Context: an optimization exercise on an open-source flow, tuned for small area, a short achievable clock period and few clock cycles per item. The choices shown serve that exercise and are no tape-out recipe.
At most, simulation tests tie the RTL to the original design; equivalence was not proved.

Setup of main:
==> flow/design.v <==
module huffman_top (
    input         clk,
    input         reset,
    input         gray_valid,
    input  [7:0]  gray_data,
    output        CNT_valid,
    output [47:0] CNT,
    output        code_valid,
    output [47:0] HC,
    output [47:0] M
);
reg        vld, srt, mrg, clr, cnt_v, code_v;
reg  [4:1] F;
always @(posedge clk or posedge reset) begin
    if (reset) begin
        vld <= 1'b0; srt <= 1'b0; mrg <= 1'b0; clr <= 1'b1;
        F <= 4'b0; cnt_v <= 1'b0; code_v <= 1'b0;
    end else begin
        vld    <= gray_valid;
        cnt_v  <= vld && !gray_valid;
        code_v <= mrg && !F[1];
        clr    <= mrg && !F[1];
        if (vld && !gray_valid) begin
            srt <= 1'b1;
            F   <= 4'b1111;
        end else if (srt || mrg) begin
            if (!F[1]) begin
                srt <= 1'b0;
                mrg <= srt;
                F   <= {4{srt}};
            end else
                F <= {1'b0, F[4:2]};
        end
    end
end
reg  [6:0] R [0:5];
reg  [2:0] p [0:5];
reg  [4:0] hc [0:5];
reg  [2:0] ln [0:5];    
wire [6:0] X = (clr ? 7'd0 : R[0]) + (mrg ? R[1] : 7'd0);
wire [7:0] b;
assign b[0] = 1'b0;
assign b[1] = srt && (F[1] || R[1] < X);
assign b[2] = (srt && F[2]) || R[2] < X;
assign b[3] = (srt && F[3]) || R[3] < X;
assign b[4] = (srt && F[4]) || R[4] < X;
assign b[5] = R[5] < X;
assign b[6] = 1'b0;
assign b[7] = 1'b0;
reg  [2:0] px;
always @(posedge clk)
    px <= gray_data[2:0];
wire [5:0] inc;
genvar g;
generate for (g = 0; g < 6; g = g + 1) begin : sym
    assign inc[g] = vld && (px == ((g == 5) ? 3'd1 : g + 2));
end endgenerate
integer m;
reg [6:0] r1, r2, ones;
reg       s1, s0;
always @(posedge clk) begin
    for (m = 0; m < 6; m = m + 1) begin
        r1 = (m < 5) ? R[m + 1] : 7'd127;
        r2 = (m < 4) ? R[m + 2] : 7'd127;
        ones = {&R[m][5:0], &R[m][4:0], &R[m][3:0], &R[m][2:0], &R[m][1:0], R[m][0], 1'b1};
        s0 = (srt && (b[m] || m == 0)) || (mrg && !b[m + 2]) || clr;
        s1 = (srt && !b[m + 1] && (b[m] || m == 0)) || (mrg && (b[m + 1] || m == 0)) || clr;
        case ({s1, s0})
            2'd0: R[m] <= R[m] ^ (ones & {7{inc[m]}});
            2'd1: R[m] <= r1;
            2'd2: R[m] <= r2;
            2'd3: R[m] <= X;
        endcase
    end
end
wire [5:1] t = srt ? b[5:1] : {1'b0, b[5:2]};
wire [2:0] q = {t[3], t[2] & !t[5], t[1] & !t[4]};
function [2:0] jdec1(input [2:0] j);    
    jdec1 = {!j[0], j[2], j[1]};
endfunction
function [2:0] jdec2(input [2:0] j);    
    jdec2 = {!j[1], !j[0], j[2]};
endfunction
function [5:0] jhot(input [2:0] j);     
    jhot = {j[2] & !j[1], j[1] & !j[0], j[2] & j[0], !j[2] & j[1], !j[1] & j[0], !j[2] & !j[0]};
endfunction
localparam [17:0] PINIT = {3'b110, 3'b111, 3'b011, 3'b001, 3'b000, 3'b100};
integer k;
reg [5:0] h, lh;
reg       bp, first2, inv, one;
reg [2:0] base, nxt;
always @(posedge clk) begin
    for (k = 0; k < 6; k = k + 1) begin
        h = jhot(p[k]);
        bp = |(h[5:1] & b[5:1]);
        first2 = h[0] | h[1];
        base = srt ? p[k] : jdec1(p[k]);
        nxt = bp ? jdec1(base) : base;
        p[k] <= (srt || mrg) ? (((srt && h[0]) || (mrg && first2)) ? q : nxt)
                             : PINIT[3 * k +: 3];
        inv = mrg && first2;
        one = mrg && h[0];
        ln[k] <= ({3{mrg & !first2}} & ln[k]) | ({3{inv}} & {ln[k][1:0], !ln[k][2]});
        lh = jhot(ln[k]);
        hc[k] <= ({5{mrg}} & hc[k]) | ({5{one}} & lh[4:0]);
    end
end
assign CNT_valid  = cnt_v;
assign code_valid = code_v;
assign CNT = {1'b0, R[5], 1'b0, R[0], 1'b0, R[1], 1'b0, R[2], 1'b0, R[3], 1'b0, R[4]};
assign HC  = {3'b0, hc[0], 3'b0, hc[1], 3'b0, hc[2], 3'b0, hc[3], 3'b0, hc[4], 3'b0, hc[5]};
function [7:0] mask(input [2:0] j);
    mask = {3'b0, j[2] & !j[1], j[2] & !j[0], j[2], j[2] | j[1], 1'b1};
endfunction
assign M   = {mask(ln[0]), mask(ln[1]), mask(ln[2]), mask(ln[3]), mask(ln[4]), mask(ln[5])};
endmodule
clock: 10.0 ns
lec_check: 0
abc_area: 1
cap_margin: 20
core_margin: 2
core_utilization: 40
cts_buf_list: sky130_fd_sc_hd__clkbuf_8
slew_margin: 20
standard.sh (not shown) runs the stock make flow with config.mk's settings and CLKGATE_MAP_FILE= SYNTH_SCRIPT=/design/flow/synth_recipe.tcl, a recipe that flattens the netlist after the stock synthesis.
==> flow/flow/run.sh <==
#!/bin/bash
set -euo pipefail
export BUFFER_PORTS_ARGS="-buffer_cell sky130_fd_sc_hd__buf_1"
export SETUP_SLACK_MARGIN=6.7
bash standard.sh finish > flow.log 2>&1
Relative to main, the following input files were edited for the feature branch:
--- a/flow/design.v
+++ b/flow/design.v
@@ -7,27 +7,29 @@
     output [47:0] CNT,
     output        code_valid,
     output [47:0] HC,
     output [47:0] M
 );
-reg        vld, srt, mrg, clr, cnt_v, code_v;
+reg        vld, srt, mrg, clr, cnt_v, code_v, gm;
 reg  [4:1] F;
 always @(posedge clk or posedge reset) begin
     if (reset) begin
         vld <= 1'b0; srt <= 1'b0; mrg <= 1'b0; clr <= 1'b1;
-        F <= 4'b0; cnt_v <= 1'b0; code_v <= 1'b0;
+        F <= 4'b0; cnt_v <= 1'b0; code_v <= 1'b0; gm <= 1'b0;
     end else begin
         vld    <= gray_valid;
         cnt_v  <= vld && !gray_valid;
         code_v <= mrg && !F[1];
         clr    <= mrg && !F[1];
         if (vld && !gray_valid) begin
             srt <= 1'b1;
+            gm  <= 1'b0;
             F   <= 4'b1111;
         end else if (srt || mrg) begin
             if (!F[1]) begin
                 srt <= 1'b0;
+                if (srt) gm <= 1'b1;
                 mrg <= srt;
                 F   <= {4{srt}};
             end else
                 F <= {1'b0, F[4:2]};
         end
@@ -36,26 +38,34 @@
 reg  [6:0] R [0:5];
 reg  [2:0] p [0:5];
 reg  [4:0] hc [0:5];
 reg  [2:0] ln [0:5];    
 wire [6:0] X = (clr ? 7'd0 : R[0]) + (mrg ? R[1] : 7'd0);
+wire [6:0] r1c = gm ? R[1] : 7'd0;
+function lt3(input [6:0] a, input [6:0] c, input [6:0] r);
+    reg [6:0] s, k;
+    reg [7:0] t;
+    begin
+        s = a ^ c ^ ~r;
+        k = (a & c) | (a & ~r) | (c & ~r);
+        t = {1'b0, s} + {k[5:0], 1'b0};
+        lt3 = k[6] | t[7];
+    end
+endfunction
 wire [7:0] b;
 assign b[0] = 1'b0;
-assign b[1] = srt && (F[1] || R[1] < X);
-assign b[2] = (srt && F[2]) || R[2] < X;
-assign b[3] = (srt && F[3]) || R[3] < X;
-assign b[4] = (srt && F[4]) || R[4] < X;
-assign b[5] = R[5] < X;
+assign b[1] = srt && (F[1] || R[1] < R[0]);
+assign b[2] = (srt && F[2]) || lt3(R[0], r1c, R[2]);
+assign b[3] = (srt && F[3]) || lt3(R[0], r1c, R[3]);
+assign b[4] = (srt && F[4]) || lt3(R[0], r1c, R[4]);
+assign b[5] = lt3(R[0], r1c, R[5]);
 assign b[6] = 1'b0;
 assign b[7] = 1'b0;
-reg  [2:0] px;
-always @(posedge clk)
-    px <= gray_data[2:0];
 wire [5:0] inc;
 genvar g;
 generate for (g = 0; g < 6; g = g + 1) begin : sym
-    assign inc[g] = vld && (px == ((g == 5) ? 3'd1 : g + 2));
+    assign inc[g] = gray_valid && (gray_data[2:0] == ((g == 5) ? 3'd1 : g + 2));
 end endgenerate
 integer m;
 reg [6:0] r1, r2, ones;
 reg       s1, s0;
 always @(posedge clk) begin
## What came out
The number of buffers and inverters on the critical path number comes out higher for main vs the feature branch. Summary of the feature branch over main: post-route cell area went down, number of cell instances on the worst register-to-register path went down, clock skew did not really move. gray_valid as the worst setup path startpoint was reported by the feature branch, and clr$_DFF_PP1_ by main.
No functional check of the RTL was part of any run of this note.

========
build 5:
Starts from the design.v that is shown in full above.
clock: 10.0 ns
lec_check: 0
abc_area: 1
cap_margin: 20
core_margin: 2
core_utilization: 40
cts_buf_list: sky130_fd_sc_hd__clkbuf_8
slew_margin: 20
==> flow/flow/run.sh <==
#!/bin/bash
set -euo pipefail
export BUFFER_PORTS_ARGS="-buffer_cell sky130_fd_sc_hd__buf_1"
export SETUP_SLACK_MARGIN=6.5
bash standard.sh finish > flow.log 2>&1
The inputs of trial 3 differ from those of build 5 as listed below.
==> flow/design.v <==
module huffman_top (
    input         clk,
    input         reset,
    input         gray_valid,
    input  [7:0]  gray_data,
    output        CNT_valid,
    output [47:0] CNT,
    output        code_valid,
    output [47:0] HC,
    output [47:0] M
);
reg        vld, srt, mrg, clr, cnt_v, code_v, gm;
reg  [4:1] F;
always @(posedge clk or posedge reset) begin
    if (reset) begin
        vld <= 1'b0; srt <= 1'b0; mrg <= 1'b0; clr <= 1'b1;
        F <= 4'b0; cnt_v <= 1'b0; code_v <= 1'b0; gm <= 1'b0;
    end else begin
        vld    <= gray_valid;
        cnt_v  <= vld && !gray_valid;
        code_v <= mrg && !F[1];
        clr    <= mrg && !F[1];
        if (vld && !gray_valid) begin
            srt <= 1'b1;
            gm  <= 1'b0;
            F   <= 4'b1111;
        end else if (srt || mrg) begin
            if (!F[1]) begin
                srt <= 1'b0;
                if (srt) gm <= 1'b1;
                mrg <= srt;
                F   <= {4{srt}};
            end else
                F <= {1'b0, F[4:2]};
        end
    end
end
reg  [6:0] R [0:5];
reg  [2:0] p [0:5];
reg  [4:0] hc [0:5];
reg  [2:0] ln [0:5];    
wire [6:0] X = (clr ? 7'd0 : R[0]) + (mrg ? R[1] : 7'd0);
wire [6:0] r1c = gm ? R[1] : 7'd0;
function lt3(input [6:0] a, input [6:0] c, input [6:0] r);
    reg [6:0] s, k;
    reg [7:0] t;
    begin
        s = a ^ c ^ ~r;
        k = (a & c) | (a & ~r) | (c & ~r);
        t = {1'b0, s} + {k[5:0], 1'b0};
        lt3 = k[6] | t[7];
    end
endfunction
wire [7:0] b;
assign b[0] = 1'b0;
assign b[1] = srt && (F[1] || R[1] < R[0]);
assign b[2] = (srt && F[2]) || lt3(R[0], r1c, R[2]);
assign b[3] = (srt && F[3]) || lt3(R[0], r1c, R[3]);
assign b[4] = (srt && F[4]) || lt3(R[0], r1c, R[4]);
assign b[5] = lt3(R[0], r1c, R[5]);
assign b[6] = 1'b0;
assign b[7] = 1'b0;
wire [5:0] inc;
genvar g;
generate for (g = 0; g < 6; g = g + 1) begin : sym
    assign inc[g] = gray_valid && (gray_data[2:0] == ((g == 5) ? 3'd1 : g + 2));
end endgenerate
integer m;
reg [6:0] r1, r2, ra, rb, ones;
reg       s1, s0;
always @(posedge clk) begin
    for (m = 0; m < 6; m = m + 1) begin
        r1 = (m < 5) ? R[m + 1] : 7'd127;
        r2 = (m < 4) ? R[m + 2] : 7'd127;
        ra = srt ? r1 : r2;
        ones = {&R[m][5:0], &R[m][4:0], &R[m][3:0], &R[m][2:0], &R[m][1:0], R[m][0], 1'b1};
        rb = mrg ? r1 : R[m] ^ (ones & {7{inc[m]}});
        s1 = (srt && b[m + 1]) || (mrg && b[m + 2]);
        s0 = (srt && b[m]) || (mrg && b[m + 1]) || ((srt || mrg) && m == 0) || clr;
        R[m] <= s1 ? ra : s0 ? X : rb;
    end
end
wire [5:1] t = srt ? b[5:1] : {1'b0, b[5:2]};
wire [2:0] q = {t[3], t[2] & !t[5], t[1] & !t[4]};
function [2:0] jdec1(input [2:0] j);    
    jdec1 = {!j[0], j[2], j[1]};
endfunction
function [2:0] jdec2(input [2:0] j);    
    jdec2 = {!j[1], !j[0], j[2]};
endfunction
function [5:0] jhot(input [2:0] j);     
    jhot = {j[2] & !j[1], j[1] & !j[0], j[2] & j[0], !j[2] & j[1], !j[1] & j[0], !j[2] & !j[0]};
endfunction
localparam [17:0] PINIT = {3'b110, 3'b111, 3'b011, 3'b001, 3'b000, 3'b100};
integer k;
reg [5:0] h, lh;
reg       bp, first2, inv, one;
always @(posedge clk) begin
    for (k = 0; k < 6; k = k + 1) begin
        h = jhot(p[k]);
        bp = |(h[5:1] & b[5:1]);
        first2 = h[0] | h[1];
        p[k] <= ({3{srt & h[0]}} & q) | ({3{srt & !h[0] & bp}} & jdec1(p[k]))
              | ({3{srt & !h[0] & !bp}} & p[k])
              | ({3{mrg & first2}} & q) | ({3{mrg & !first2 & bp}} & jdec2(p[k]))
              | ({3{mrg & !first2 & !bp}} & jdec1(p[k]))
              | ({3{!srt & !mrg}} & PINIT[3 * k +: 3]);
        inv = mrg && first2;
        one = mrg && h[0];
        ln[k] <= ({3{mrg & !first2}} & ln[k]) | ({3{inv}} & {ln[k][1:0], !ln[k][2]});
        lh = jhot(ln[k]);
        hc[k] <= ({5{mrg}} & hc[k]) | ({5{one}} & lh[4:0]);
    end
end
assign CNT_valid  = cnt_v;
assign code_valid = code_v;
assign CNT = {1'b0, R[5], 1'b0, R[0], 1'b0, R[1], 1'b0, R[2], 1'b0, R[3], 1'b0, R[4]};
assign HC  = {3'b0, hc[0], 3'b0, hc[1], 3'b0, hc[2], 3'b0, hc[3], 3'b0, hc[4], 3'b0, hc[5]};
function [7:0] mask(input [2:0] j);
    mask = {3'b0, j[2] & !j[1], j[2] & !j[0], j[2], j[2] | j[1], 1'b1};
endfunction
assign M   = {mask(ln[0]), mask(ln[1]), mask(ln[2]), mask(ln[3]), mask(ln[4]), mask(ln[5])};
endmodule
==> comparison <==
- [trial 3] layout cell share with drive strength beyond 1 fell 14 points relative to build 5
- Die outline area ends up higher on trial 3.
- Diff build 5 -> trial 3: least setup slack across all paths after layout shows an increase of 0.26 ns; cell area after placement has increased; post-route fraction of the period consumed by the critical path now smaller.
- From build 5 to trial 3 the numbers moved as follows: number of global-route vias before repair saw an increase, detailed route wirelength on metal3 now sits lower, area of all placed cells without fillers -380 µm².
- Trial 3 gives more multi-input gate share of the layout cell area than build 5 did.
Testbench counts of trial 3, summed over its fixed seeds: cycles 35,840, images 320.
For build 5, only the layout was checked, not whether the RTL still works.

========
== build 2 ==
Another version of the RTL of huffman_top (not shown whole).
Size in the first run: about 1,300 cells after synthesis, roughly 120 flip-flops.
## huffman_top
module huffman_top (
    input         clk,
    input         reset,
    input         gray_valid,
    input  [7:0]  gray_data,
    output        CNT_valid,
    output [47:0] CNT,
    output        code_valid,
    output [47:0] HC,
    output [47:0] M
);
reg        vld, srt, mrg, clr, cnt_v, code_v, gm;
reg  [4:1] F;
always @(posedge clk or posedge reset) begin
    if (reset) begin
        vld <= 1'b0; srt <= 1'b0; mrg <= 1'b0; clr <= 1'b1;
        F <= 4'b0; cnt_v <= 1'b0; code_v <= 1'b0; gm <= 1'b0;
    end else begin
        vld    <= gray_valid;
        cnt_v  <= vld && !gray_valid;
        code_v <= mrg && !F[1];
        clr    <= mrg && !F[1];
        if (vld && !gray_valid) begin
            srt <= 1'b1;
            gm  <= 1'b0;
            F   <= 4'b1111;
        end else if (srt || mrg) begin
            if (!F[1]) begin
                srt <= 1'b0;
                if (srt) gm <= 1'b1;
                mrg <= srt;
                F   <= {4{srt}};
            end else
                F <= {1'b0, F[4:2]};
        end
    end
end
reg  [6:0] R [0:5];
reg  [2:0] p [0:5];
reg  [4:0] hc [0:5];
  ...
==> module huffman_top, before the edit <==
module huffman_top (
    input         clk,
    input         reset,
    input         gray_valid,
    input  [7:0]  gray_data,
    output        CNT_valid,
    output [47:0] CNT,
    output        code_valid,
    output [47:0] HC,
    output [47:0] M
);
reg        vld, srt, mrg, clr, cnt_v, code_v, gm;
reg  [4:1] F;
always @(posedge clk or posedge reset) begin
    if (reset) begin
        vld <= 1'b0; srt <= 1'b0; mrg <= 1'b0; clr <= 1'b1;
        F <= 4'b0; cnt_v <= 1'b0; code_v <= 1'b0; gm <= 1'b0;
    end else begin
        vld    <= gray_valid;
        cnt_v  <= vld && !gray_valid;
        code_v <= mrg && !F[1];
        clr    <= mrg && !F[1];
        if (vld && !gray_valid) begin
            srt <= 1'b1;
            gm  <= 1'b0;
            F   <= 4'b1111;
        end else if (srt || mrg) begin
            if (!F[1]) begin
                srt <= 1'b0;
                if (srt) gm <= 1'b1;
                mrg <= srt;
                F   <= {4{srt}};
            end else
                F <= {1'b0, F[4:2]};
        end
    end
end
reg  [6:0] R [0:5];
reg  [2:0] p [0:5];
reg  [4:0] hc [0:5];
reg  [2:0] ln [0:5];    
wire [6:0] X = (clr ? 7'd0 : R[0]) + (mrg ? R[1] : 7'd0);
wire [6:0] r1c = gm ? R[1] : 7'd0;
function lt3(input [6:0] a, input [6:0] c, input [6:0] r);
    reg [6:0] s, k;
    reg [7:0] t;
    begin
        s = a ^ c ^ ~r;
        k = (a & c) | (a & ~r) | (c & ~r);
        t = {1'b0, s} + {k[5:0], 1'b0};
        lt3 = k[6] | t[7];
    end
endfunction
wire [7:0] b;
assign b[0] = 1'b0;
assign b[1] = srt && (F[1] || R[1] < R[0]);
assign b[2] = (srt && F[2]) || lt3(R[0], r1c, R[2]);
assign b[3] = (srt && F[3]) || lt3(R[0], r1c, R[3]);
assign b[4] = (srt && F[4]) || lt3(R[0], r1c, R[4]);
assign b[5] = lt3(R[0], r1c, R[5]);
assign b[6] = 1'b0;
assign b[7] = 1'b0;
reg  [2:0] px;
always @(posedge clk)
    px <= gray_data[2:0];
wire [5:0] inc;
genvar g;
generate for (g = 0; g < 6; g = g + 1) begin : sym
    assign inc[g] = vld && (px == ((g == 5) ? 3'd1 : g + 2));
end endgenerate
integer m;
reg [6:0] r1, r2, ra, rb, ones;
reg       s1, s0;
always @(posedge clk) begin
    for (m = 0; m < 6; m = m + 1) begin
        r1 = (m < 5) ? R[m + 1] : 7'd127;
        r2 = (m < 4) ? R[m + 2] : 7'd127;
        ra = srt ? r1 : r2;
        ones = {&R[m][5:0], &R[m][4:0], &R[m][3:0], &R[m][2:0], &R[m][1:0], R[m][0], 1'b1};
        rb = mrg ? r1 : R[m] ^ (ones & {7{inc[m]}});
        s1 = (srt && b[m + 1]) || (mrg && b[m + 2]);
        s0 = (srt && b[m]) || (mrg && b[m + 1]) || ((srt || mrg) && m == 0) || clr;
        R[m] <= s1 ? ra : s0 ? X : rb;
    end
end
wire [5:1] t = srt ? b[5:1] : {1'b0, b[5:2]};
wire [2:0] q = {t[3], t[2] & !t[5], t[1] & !t[4]};
function [2:0] jdec1(input [2:0] j);    
    jdec1 = {!j[0], j[2], j[1]};
endfunction
function [2:0] jdec2(input [2:0] j);    
    jdec2 = {!j[1], !j[0], j[2]};
endfunction
function [5:0] jhot(input [2:0] j);     
    jhot = {j[2] & !j[1], j[1] & !j[0], j[2] & j[0], !j[2] & j[1], !j[1] & j[0], !j[2] & !j[0]};
endfunction
localparam [17:0] PINIT = {3'b110, 3'b111, 3'b011, 3'b001, 3'b000, 3'b100};
integer k;
reg [5:0] h, lh;
reg       bp, first2, inv, one;
always @(posedge clk) begin
    for (k = 0; k < 6; k = k + 1) begin
        h = jhot(p[k]);
        bp = |(h[5:1] & b[5:1]);
        first2 = h[0] | h[1];
        p[k] <= ({3{srt & h[0]}} & q) | ({3{srt & !h[0] & bp}} & jdec1(p[k]))
              | ({3{srt & !h[0] & !bp}} & p[k])
              | ({3{mrg & first2}} & q) | ({3{mrg & !first2 & bp}} & jdec2(p[k]))
              | ({3{mrg & !first2 & !bp}} & jdec1(p[k]))
              | ({3{!srt & !mrg}} & PINIT[3 * k +: 3]);
        inv = mrg && first2;
        one = mrg && h[0];
        ln[k] <= ({3{mrg & !first2}} & ln[k]) | ({3{inv}} & {ln[k][1:0], !ln[k][2]});
        lh = jhot(ln[k]);
        hc[k] <= ({5{mrg}} & hc[k]) | ({5{one}} & lh[4:0]);
    end
end
assign CNT_valid  = cnt_v;
assign code_valid = code_v;
assign CNT = {1'b0, R[5], 1'b0, R[0], 1'b0, R[1], 1'b0, R[2], 1'b0, R[3], 1'b0, R[4]};
assign HC  = {3'b0, hc[0], 3'b0, hc[1], 3'b0, hc[2], 3'b0, hc[3], 3'b0, hc[4], 3'b0, hc[5]};
function [7:0] mask(input [2:0] j);
    mask = {3'b0, j[2] & !j[1], j[2] & !j[0], j[2], j[2] | j[1], 1'b1};
endfunction
assign M   = {mask(ln[0]), mask(ln[1]), mask(ln[2]), mask(ln[3]), mask(ln[4]), mask(ln[5])};
endmodule
export LEC_CHECK = 0
export ABC_AREA = 1
export CAP_MARGIN = 20
export CORE_MARGIN = 2
export CORE_UTILIZATION = 40
export CTS_BUF_LIST = sky130_fd_sc_hd__clkbuf_8
export SLEW_MARGIN = 20
create_clock -name core_clock -period 10.0 [get_ports {clk}]
Scripts as last shown in full above: flow/flow/run.sh
> inputs changed (build 2 -> build 23)
==> flow/design.v <==
module huffman_top (
    input         clk,
    input         reset,
    input         gray_valid,
    input  [7:0]  gray_data,
    output        CNT_valid,
    output [47:0] CNT,
    output        code_valid,
    output [47:0] HC,
    output [47:0] M
);
reg        vld, srt, mrg, clr, cnt_v, code_v;
reg  [4:1] F;
always @(posedge clk or posedge reset) begin
    if (reset) begin
        vld <= 1'b0; srt <= 1'b0; mrg <= 1'b0; clr <= 1'b1;
        F <= 4'b0; cnt_v <= 1'b0; code_v <= 1'b0;
    end else begin
        vld    <= gray_valid;
        cnt_v  <= vld && !gray_valid;
        code_v <= mrg && !F[1];
        clr    <= mrg && !F[1];
        if (vld && !gray_valid) begin
            srt <= 1'b1;
            F   <= 4'b1111;
        end else if (srt || mrg) begin
            if (!F[1]) begin
                srt <= 1'b0;
                mrg <= srt;
                F   <= {4{srt}};
            end else
                F <= {1'b0, F[4:2]};
        end
    end
end
reg  [6:0] R [0:5];
reg  [2:0] p [0:5];
reg  [4:0] hc [0:5];
reg  [2:0] ln [0:5];    
reg  [6:0] S;
wire [6:0] X = ({7{srt}} & R[0]) | ({7{mrg}} & S);
wire [7:0] b;
assign b[0] = 1'b0;
assign b[1] = srt && (F[1] || R[1] < X);
assign b[2] = (srt && F[2]) || R[2] < X;
assign b[3] = (srt && F[3]) || R[3] < X;
assign b[4] = (srt && F[4]) || R[4] < X;
assign b[5] = R[5] < X;
assign b[6] = 1'b0;
assign b[7] = 1'b0;
wire [6:0] A1 = R[2] + (srt ? R[1] : R[3]);
wire [6:0] A2 = (srt ? R[0] : R[2]) + (srt ? R[1] : S);
always @(posedge clk)
    S <= (srt ? b[2] : b[3]) ? A1 : A2;
wire [5:0] inc;
genvar g;
generate for (g = 0; g < 6; g = g + 1) begin : sym
    assign inc[g] = gray_valid && (gray_data[2:0] == ((g == 5) ? 3'd1 : g + 2));
end endgenerate
integer m;
reg [6:0] r1, r2, ra, rb, ones;
reg       s1, s0;
always @(posedge clk) begin
    for (m = 0; m < 6; m = m + 1) begin
        r1 = (m < 5) ? R[m + 1] : 7'd127;
        r2 = (m < 4) ? R[m + 2] : 7'd127;
        ra = srt ? r1 : r2;
        ones = {&R[m][5:0], &R[m][4:0], &R[m][3:0], &R[m][2:0], &R[m][1:0], R[m][0], 1'b1};
        rb = mrg ? r1 : R[m] ^ (ones & {7{inc[m]}});
        s1 = (srt && b[m + 1]) || (mrg && b[m + 2]);
        s0 = (srt && b[m]) || (mrg && b[m + 1]) || ((srt || mrg) && m == 0) || clr;
        R[m] <= s1 ? ra : s0 ? X : rb;
    end
end
wire [5:1] t = srt ? b[5:1] : {1'b0, b[5:2]};
wire [2:0] q = {t[3], t[2] & !t[5], t[1] & !t[4]};
function [2:0] jdec1(input [2:0] j);    
    jdec1 = {!j[0], j[2], j[1]};
endfunction
function [2:0] jdec2(input [2:0] j);    
    jdec2 = {!j[1], !j[0], j[2]};
endfunction
function [5:0] jhot(input [2:0] j);     
    jhot = {j[2] & !j[1], j[1] & !j[0], j[2] & j[0], !j[2] & j[1], !j[1] & j[0], !j[2] & !j[0]};
endfunction
localparam [17:0] PINIT = {3'b110, 3'b111, 3'b011, 3'b001, 3'b000, 3'b100};
integer k;
reg [5:0] h, lh;
reg       bp, first2, inv, one;
reg [2:0] base, nxt;
always @(posedge clk) begin
    for (k = 0; k < 6; k = k + 1) begin
        h = jhot(p[k]);
        bp = |(h[5:1] & b[5:1]);
        first2 = h[0] | h[1];
        base = srt ? p[k] : jdec1(p[k]);
        nxt = bp ? jdec1(base) : base;
        p[k] <= (srt || mrg) ? (((srt && h[0]) || (mrg && first2)) ? q : nxt)
                             : PINIT[3 * k +: 3];
        inv = mrg && first2;
        one = mrg && h[0];
        ln[k] <= ({3{mrg & !first2}} & ln[k]) | ({3{inv}} & {ln[k][1:0], !ln[k][2]});
        lh = jhot(ln[k]);
        hc[k] <= ({5{mrg}} & hc[k]) | ({5{one}} & lh[4:0]);
    end
end
assign CNT_valid  = cnt_v;
assign code_valid = code_v;
assign CNT = {1'b0, R[5], 1'b0, R[0], 1'b0, R[1], 1'b0, R[2], 1'b0, R[3], 1'b0, R[4]};
assign HC  = {3'b0, hc[0], 3'b0, hc[1], 3'b0, hc[2], 3'b0, hc[3], 3'b0, hc[4], 3'b0, hc[5]};
function [7:0] mask(input [2:0] j);
    mask = {3'b0, j[2] & !j[1], j[2] & !j[0], j[2], j[2] | j[1], 1'b1};
endfunction
assign M   = {mask(ln[0]), mask(ln[1]), mask(ln[2]), mask(ln[3]), mask(ln[4]), mask(ln[5])};
endmodule
--- outcome ---
Build 23 finished every step from synthesis to the final layout, and the layout passed the timing, design-rule and antenna checks. On number of buffer and inverter instances along the worst setup path, the higher figure sits with build 23, not build 2. Re sequential cell area share: build 23 and build 2 aren't equal, and the lower value belongs to build 2. Comparing the two runs side by side, build 23 comes out behind build 2 on routed wire length. Final period demand of the worst path in build 23 is 32 ps below build 2. Comparing post-place setup slack for build 23 and build 2, the bigger number came from build 2. Per the comparison of build 23 with build 2, data arrival time of the critical path has increased, share of the cycle needed by the critical path after routing has decreased, number of logic inverters in the finished layout has decreased, final cell count has increased.
Function was not checked in any run of this note: the RTL went through the layout flow alone.

==> afterwards: timing with drivers on the ports <==
How much do the figures lean on ideal ports? The routed layouts below were timed once more, with nothing changed but the port constraints. Step 1, drivers: a clkbuf_16 drives clk and a buf_2 each remaining input, both assumed. Step 2, shift: input delay + t, output delay - t, t = (earliest + latest rising clock arrival at the registers) / 2. This alone moves slack from input paths to output paths. a / b / c = no drivers / after step 1 / after step 2; a / b = the first two.
run	t, ns	slack for setup (ns)	worst setup path at the end	worst data-port slew with drivers (ns)	cell pins on the clock port's net
main	0.514	6.390 / 6.390 / 6.390	register to register	0.03	1
the feature branch	0.490	6.792 / 6.774 / 6.323	input to register	0.03	1
build 5	0.502	6.381 / 6.381 / 6.381	register to register	0.03	1
trial 3	0.492	6.643 / 6.604 / 6.280	input to register	0.04	1
build 2	0.497	6.653 / 6.611 / 6.726	register to register	0.03	1
build 23	0.499	6.686 / 6.687 / 6.206	input to register	0.03	1
After both steps every run listed still meets setup and hold. The setup slack of build 23, which loses most, moves by +0.001 ns with the drivers and by -0.480 ns with both steps.
